This is an optimization exercise on Yosys and OpenROAD, whose aim is small area, not a production implementation. In this exercise RTL edits were held to simulation tests only and were not proved equivalent to the original. No activity file was given, so power comes from the tool's default toggle rates.

==> job 4370: inputs <==
## ADSR_envelope
module ADSR_envelope (
  input clk,
  input rst,
  input gate,
  input [3:0] a,
  input [3:0] d,
  input [3:0] s,
  input [3:0] r,
  output active,
  output reg [7:0] amplitude);
clock: 10.0 ns
lec_check: 0
abc_area: 1
cap_margin: 20
core_margin: 2
core_utilization: 40
slew_margin: 20
standard.sh (not shown) runs the stock make flow with config.mk's settings and CLKGATE_MAP_FILE= SYNTH_SCRIPT=/design/flow/synth_recipe.tcl, a recipe that flattens the netlist after the stock synthesis.
==> flow/flow/run.sh <==
#!/bin/bash
# Own layout flow: the standard synthesis, then an area-oriented re-mapping
# of the combinational logic (flip-flops, their names and cell types untouched;
# full adders kept), checked for equivalence with the standard netlist, then
# the standard ORFS flow from floorplan to finish.
set -uo pipefail
W=$(pwd)
R=$W/orfs/results/${FLOW_PLATFORM}/ADSR_envelope/base
YOSYS=yosys
[ -x "$FLOW_HOME/../tools/install/yosys/bin/yosys" ] && YOSYS=$FLOW_HOME/../tools/install/yosys/bin/yosys
export LIB=$FLOW_HOME/platforms/${FLOW_PLATFORM}/lib/sky130_fd_sc_hd__tt_025C_1v80.lib
export TOP=$FLOW_TOP
export DONTUSE="$(cat $W/flow/dontuse.txt)"

bash standard.sh synth > synth.log 2>&1 || { echo "standard synth failed"; exit 1; }
cp $R/1_2_yosys.v $W/std_netlist.v

use_post=0
for S in "$(cat $W/flow/abc1.script)" "$(cat $W/flow/abc2.script)"; do
  IN=$W/std_netlist.v OUT=$W/post_netlist.v KEEP="sky130_fd_sc_hd__fa_1" SCRIPT="$S" \
    $YOSYS -c $W/flow/post.tcl > post.log 2>&1 || continue
  A=$W/std_netlist.v B=$W/post_netlist.v $YOSYS -c $W/flow/equiv.tcl > equiv.log 2>&1 || continue
  use_post=1; break
done
if [ $use_post = 1 ]; then
  echo "using re-mapped netlist"
  cp $W/post_netlist.v $R/1_2_yosys.v
  rm -f $R/1_synth.odb $R/1_synth.sdc
else
  echo "re-mapping failed or not proven equivalent; using the standard netlist"
fi
bash standard.sh finish > finish.log 2>&1 || { echo "finish failed"; tail -30 finish.log; exit 1; }
echo done
==> flow/flow/abc1.script <==
strash;&get -n;&deepsyn -T 60;&put;dch -f;map -a;topo
==> flow/flow/abc2.script <==
strash;dch -f;amap;topo
==> flow/flow/post.tcl <==
# post-synthesis re-mapping of the combinational logic; flip-flops untouched
# env: IN, OUT, SCRIPT, KEEP (cells kept as boxes besides flip-flops), DONTUSE
yosys -import
set lib $::env(LIB)
read_liberty -ignore_miss_func $lib
read_verilog $::env(IN)
hierarchy -top $::env(TOP)
set keep [concat $::env(KEEP)]
foreach m [concat sky130_fd_sc_hd__dfxtp_1 sky130_fd_sc_hd__dfxtp_2 sky130_fd_sc_hd__dfxtp_4 sky130_fd_sc_hd__conb_1 $keep] {
  catch { setattr -mod -set keep_hierarchy 1 $m }
}
flatten
opt_clean -purge
abc -liberty $lib {*}$::env(DONTUSE) -script "+$::env(SCRIPT)"
opt_clean -purge
hilomap -singleton -hicell sky130_fd_sc_hd__conb_1 HI -locell sky130_fd_sc_hd__conb_1 LO
setattr -mod -unset keep_hierarchy
splitnets
opt_clean -purge
select $::env(TOP)
write_verilog -noattr -nohex -nodec -selected $::env(OUT)
Other scripts of this flow, unchanged in this note and not shown: flow/flow/dontuse.txt, flow/flow/equiv.tcl
==> job 604: changes against job 4370 <==
--- a/flow/design.v
+++ b/flow/design.v
@@ -77,24 +77,30 @@
   wire st_a   = (state == ATTACK);
   wire st_d   = (state == DECAY);
   wire st_r   = (state == RELEASE);
   assign active = !st_off;
   wire overflow = accumulator[26];
   wire rise = gate & ~prev_gate;
   wire [16:0] inc = st_a ? attack_table(a) : decay_release_table(st_d ? d : r);
   wire acc_add = (st_a | st_d | (st_r & ~gate)) & ~overflow;
-  wire [17:0] acc_lo;    
+  wire [16:0] acc_lo;    
+  wire        c9;        
+  wire [7:0] gg = accumulator[16:9] & inc[16:9];
+  wire [7:0] tt = accumulator[16:9] | inc[16:9];
+  wire       g9_16 = gg[7] | tt[7] & (gg[6] | tt[6] & (gg[5] | tt[5] & (gg[4] |
+                     tt[4] & (gg[3] | tt[3] & (gg[2] | tt[2] & (gg[1] | tt[1] & gg[0]))))));
+  wire       c17 = g9_16 | (&tt) & c9;
   wire [9:0] ones;
   assign ones[0] = 1'b1;
   genvar gk;
   generate for (gk = 0; gk < 9; gk = gk + 1) begin : g_ones
     assign ones[gk+1] = ones[gk] & accumulator[17+gk];
   end endgenerate
-  wire [9:0] cy = {10{acc_lo[17]}} & ones;
+  wire [9:0] cy = {10{c17}} & ones;
   wire [26:0] acc_sum = {cy[9], accumulator[25:17] ^ cy[8:0], acc_lo[16:0]};
   wire [7:0] e;
   eight_bit_exponential_decay_lookup exp_lookup(.din(accumulator[25:18]), .dout(e));
   wire [3:0]  u   = s ^ {4{st_d}};
   wire [31:0] pp;
   genvar gi, gj;
   generate for (gi = 0; gi < 8; gi = gi + 1) begin : g_pp
     for (gj = 0; gj < 4; gj = gj + 1) begin : g_ppj
@@ -152,33 +158,34 @@
   assign ac_11 = accumulator[5] ^ inc[5] ^ ac_10;
   assign ac_12 = (accumulator[5] & inc[5]) | (accumulator[5] & ac_10) | (inc[5] & ac_10);
   assign ac_13 = accumulator[6] ^ inc[6] ^ ac_12;
   assign ac_14 = (accumulator[6] & inc[6]) | (accumulator[6] & ac_12) | (inc[6] & ac_12);
   assign ac_15 = accumulator[7] ^ inc[7] ^ ac_14;
   assign ac_16 = (accumulator[7] & inc[7]) | (accumulator[7] & ac_14) | (inc[7] & ac_14);
   assign ac_17 = accumulator[8] ^ inc[8] ^ ac_16;
   assign ac_18 = (accumulator[8] & inc[8]) | (accumulator[8] & ac_16) | (inc[8] & ac_16);
-  assign ac_19 = accumulator[9] ^ inc[9] ^ ac_18;
-  assign ac_20 = (accumulator[9] & inc[9]) | (accumulator[9] & ac_18) | (inc[9] & ac_18);
+  assign ac_19 = accumulator[9] ^ inc[9] ^ c9;
+  assign ac_20 = (accumulator[9] & inc[9]) | (accumulator[9] & c9) | (inc[9] & c9);
   assign ac_21 = accumulator[10] ^ inc[10] ^ ac_20;
   assign ac_22 = (accumulator[10] & inc[10]) | (accumulator[10] & ac_20) | (inc[10] & ac_20);
   assign ac_23 = accumulator[11] ^ inc[11] ^ ac_22;
   assign ac_24 = (accumulator[11] & inc[11]) | (accumulator[11] & ac_22) | (inc[11] & ac_22);
   assign ac_25 = accumulator[12] ^ inc[12] ^ ac_24;
   assign ac_26 = (accumulator[12] & inc[12]) | (accumulator[12] & ac_24) | (inc[12] & ac_24);
   assign ac_27 = accumulator[13] ^ inc[13] ^ ac_26;
   assign ac_28 = (accumulator[13] & inc[13]) | (accumulator[13] & ac_26) | (inc[13] & ac_26);
   assign ac_29 = accumulator[14] ^ inc[14] ^ ac_28;
   assign ac_30 = (accumulator[14] & inc[14]) | (accumulator[14] & ac_28) | (inc[14] & ac_28);
   assign ac_31 = accumulator[15] ^ inc[15] ^ ac_30;
   assign ac_32 = (accumulator[15] & inc[15]) | (accumulator[15] & ac_30) | (inc[15] & ac_30);
   assign ac_33 = accumulator[16] ^ inc[16] ^ ac_32;
   assign ac_34 = (accumulator[16] & inc[16]) | (accumulator[16] & ac_32) | (inc[16] & ac_32);
-  assign acc_lo = {ac_34, ac_33, ac_31, ac_29, ac_27, ac_25, ac_23, ac_21, ac_19, ac_17, ac_15, ac_13, ac_11, ac_9, ac_7, ac_5, ac_3, ac_1};
+  assign c9 = ac_18;
+  assign acc_lo = {ac_33, ac_31, ac_29, ac_27, ac_25, ac_23, ac_21, ac_19, ac_17, ac_15, ac_13, ac_11, ac_9, ac_7, ac_5, ac_3, ac_1};
   wire mu_1;
   wire mu_2;
   wire mu_3;
   wire mu_4;
   wire mu_5;
   wire mu_6;
   wire mu_7;
   wire mu_8;
==> flow/flow/run.sh (replaced) <==
#!/bin/bash
# Own layout flow: the standard synthesis, then an area-oriented re-mapping
# of the combinational logic with ABC (flip-flops, their names and cell types
# untouched; full-adder cells kept). Each candidate netlist must be proven
# equivalent to the standard netlist (yosys equiv_*); the smallest proven one
# is used, else the standard netlist. Then the standard ORFS flow to finish,
# with ports buffered by buf_1 cells.
set -uo pipefail
W=$(pwd)
R=$W/orfs/results/${FLOW_PLATFORM}/ADSR_envelope/base
YOSYS=yosys
[ -x "$FLOW_HOME/../tools/install/yosys/bin/yosys" ] && YOSYS=$FLOW_HOME/../tools/install/yosys/bin/yosys
export LIB=$FLOW_HOME/platforms/${FLOW_PLATFORM}/lib/sky130_fd_sc_hd__tt_025C_1v80.lib
export TOP=$FLOW_TOP
export DONTUSE="$(cat $W/flow/dontuse.txt)"

bash standard.sh synth > synth.log 2>&1 || { echo "standard synth failed"; exit 1; }
cp $R/1_2_yosys.v $W/std_netlist.v

mkdir -p $W/post
n=0
while read -r S; do
  [ -z "$S" ] && continue
  n=$((n+1))
  (
    IN=$W/std_netlist.v OUT=$W/post/cand$n.v KEEP="sky130_fd_sc_hd__fa_1" SCRIPT="$S" \
      timeout 600 $YOSYS -c $W/flow/post.tcl > post$n.log 2>&1 &&
    A=$W/std_netlist.v B=$W/post/cand$n.v timeout 900 $YOSYS -c $W/flow/equiv.tcl > equiv$n.log 2>&1 &&
    echo "$(python3 $W/flow/area.py $W/post/cand$n.v | awk '{print $2}') $n" > $W/post/ok$n
  ) &
done < $W/flow/abc.scripts
wait
best=$(cat $W/post/ok* 2>/dev/null | sort -g | head -1 | awk '{print $2}')
if [ -n "$best" ]; then
  echo "using re-mapped netlist $best: $(cat $W/post/ok$best)"
  cp $W/post/cand$best.v $R/1_2_yosys.v
  rm -f $R/1_synth.odb $R/1_synth.sdc
else
  echo "no re-mapped netlist proven equivalent; using the standard netlist"
fi
bash standard.sh BUFFER_PORTS_ARGS="-buffer_cell sky130_fd_sc_hd__buf_1" finish > finish.log 2>&1 || { echo "finish failed"; tail -30 finish.log; exit 1; }
echo done
==> flow/flow/abc.scripts (new file) <==
strash;&get -n;&deepsyn -S 1 -T 60;&put;dch -f;map -a;topo
strash;&get -n;&deepsyn -S 2 -T 60;&put;dch -f;map -a;topo
strash;&get -n;&deepsyn -S 3 -T 60;&put;dch -f;map -a;topo
strash;dch -f;amap;topo
==> flow/flow/area.py (new file) <==
import re,sys
import os
lib=open(os.environ['LIB']).read()
A={}
for m in re.finditer(r'cell\s*\(\s*"?(\w+)"?\s*\)\s*\{(.*?)area\s*:\s*([\d.]+)',lib,re.S):
    A[m.group(1)]=float(m.group(3))
from collections import Counter
c=Counter(re.findall(r'^\s*(sky130_fd_sc_hd__\w+)\s',open(sys.argv[1]).read(),re.M))
tot=sum(A[k]*v for k,v in c.items())
print("total %.1f  cells %d"%(tot,sum(c.values())))
if len(sys.argv)>2:
    for k,v in sorted(c.items(),key=lambda kv:-A[kv[0]]*kv[1])[:15]: print("  %-32s %4d %8.1f"%(k,v,A[k]*v))
==> flow/config.mk (replaced) <==
export PLATFORM = sky130hd
export DESIGN_NAME = ADSR_envelope
export DESIGN_NICKNAME = ADSR_envelope
export VERILOG_FILES = /design/flow/design.v
export SDC_FILE = /design/flow/constraint.sdc
export NUM_CORES = 4
export LEC_CHECK = 0
export ABC_AREA = 1
export CAP_MARGIN = 20
export CORE_MARGIN = 2
export CORE_UTILIZATION = 60
export CTS_BUF_LIST = sky130_fd_sc_hd__clkbuf_4 sky130_fd_sc_hd__clkbuf_8
export GPL_TIMING_DRIVEN = 0
export SLEW_MARGIN = 20
removed: flow/flow/abc1.script
removed: flow/flow/abc2.script
==> qor summary <==
item	job 604	job 4370
Detail-routed net length per standard cell	15.2 µm	15.1 µm
Worst reg2reg path startpoint	state[1]	accumulator[21]
Wire length after detailed routing	12400 µm	13500 µm
Switching part of the total	36.3%	33.9%
Multi-input logic cell count	481	479
Global-route track usage on met1	41.7%	29.9%
P_sw	207 µW	217 µW
Wire length of the first global-routing pass	20900 µm	22600 µm
Register fraction of the total cell area	22.0%	19.1%
Clk tree area frac	1.85%	2.57%
Fraction of standard cell area in multi-input logic	60.8%	55.1%
Worst-path fanout max	7	3
Combinational fraction of design power	38.1%	36.5%
Max Freq	106 MHz	104 MHz
Comb power	217 µW	234 µW
Synth Instances	672	656
Post-CTS repair timing setup buffer count	0	2
Status	timing/DRC/antenna clean	timing/DRC/antenna clean

static timing again, ports no longer ideal:
The flow's constraints put no driver on any port. The routed layouts listed below were extracted and timed again, unchanged, in two steps.
Step 1 (the two cells are an assumption about what drives the block):
set clk [get_ports {clk}]
set_driving_cell -lib_cell sky130_fd_sc_hd__clkbuf_16 $clk
set_driving_cell -lib_cell sky130_fd_sc_hd__buf_2 [delete_from_list [all_inputs] $clk]
Step 2, shift: input delay + t, output delay - t, t = (earliest + latest rising clock arrival at the registers) / 2. This alone moves slack from input paths to output paths.
Three values: no drivers, after step 1, after step 2; two values: the first two.
| run | t, ns | setup slack, ns | latest minus earliest clock arrival (ns) | cell pins on the clock port's net |
|---|---|---|---|---|
| job 4370 | 0.336 | 0.382 / 0.398 / 0.062 | 0.006 / 0.006 | 1 |
| job 604 | 0.333 | 0.524 / 0.533 / 0.200 | 0.004 / 0.005 | 1 |
After both steps setup and hold are still met in every run listed. For job 604, which loses most, drivers alone change the setup slack by +0.009 ns; drivers and shift together by -0.324 ns.
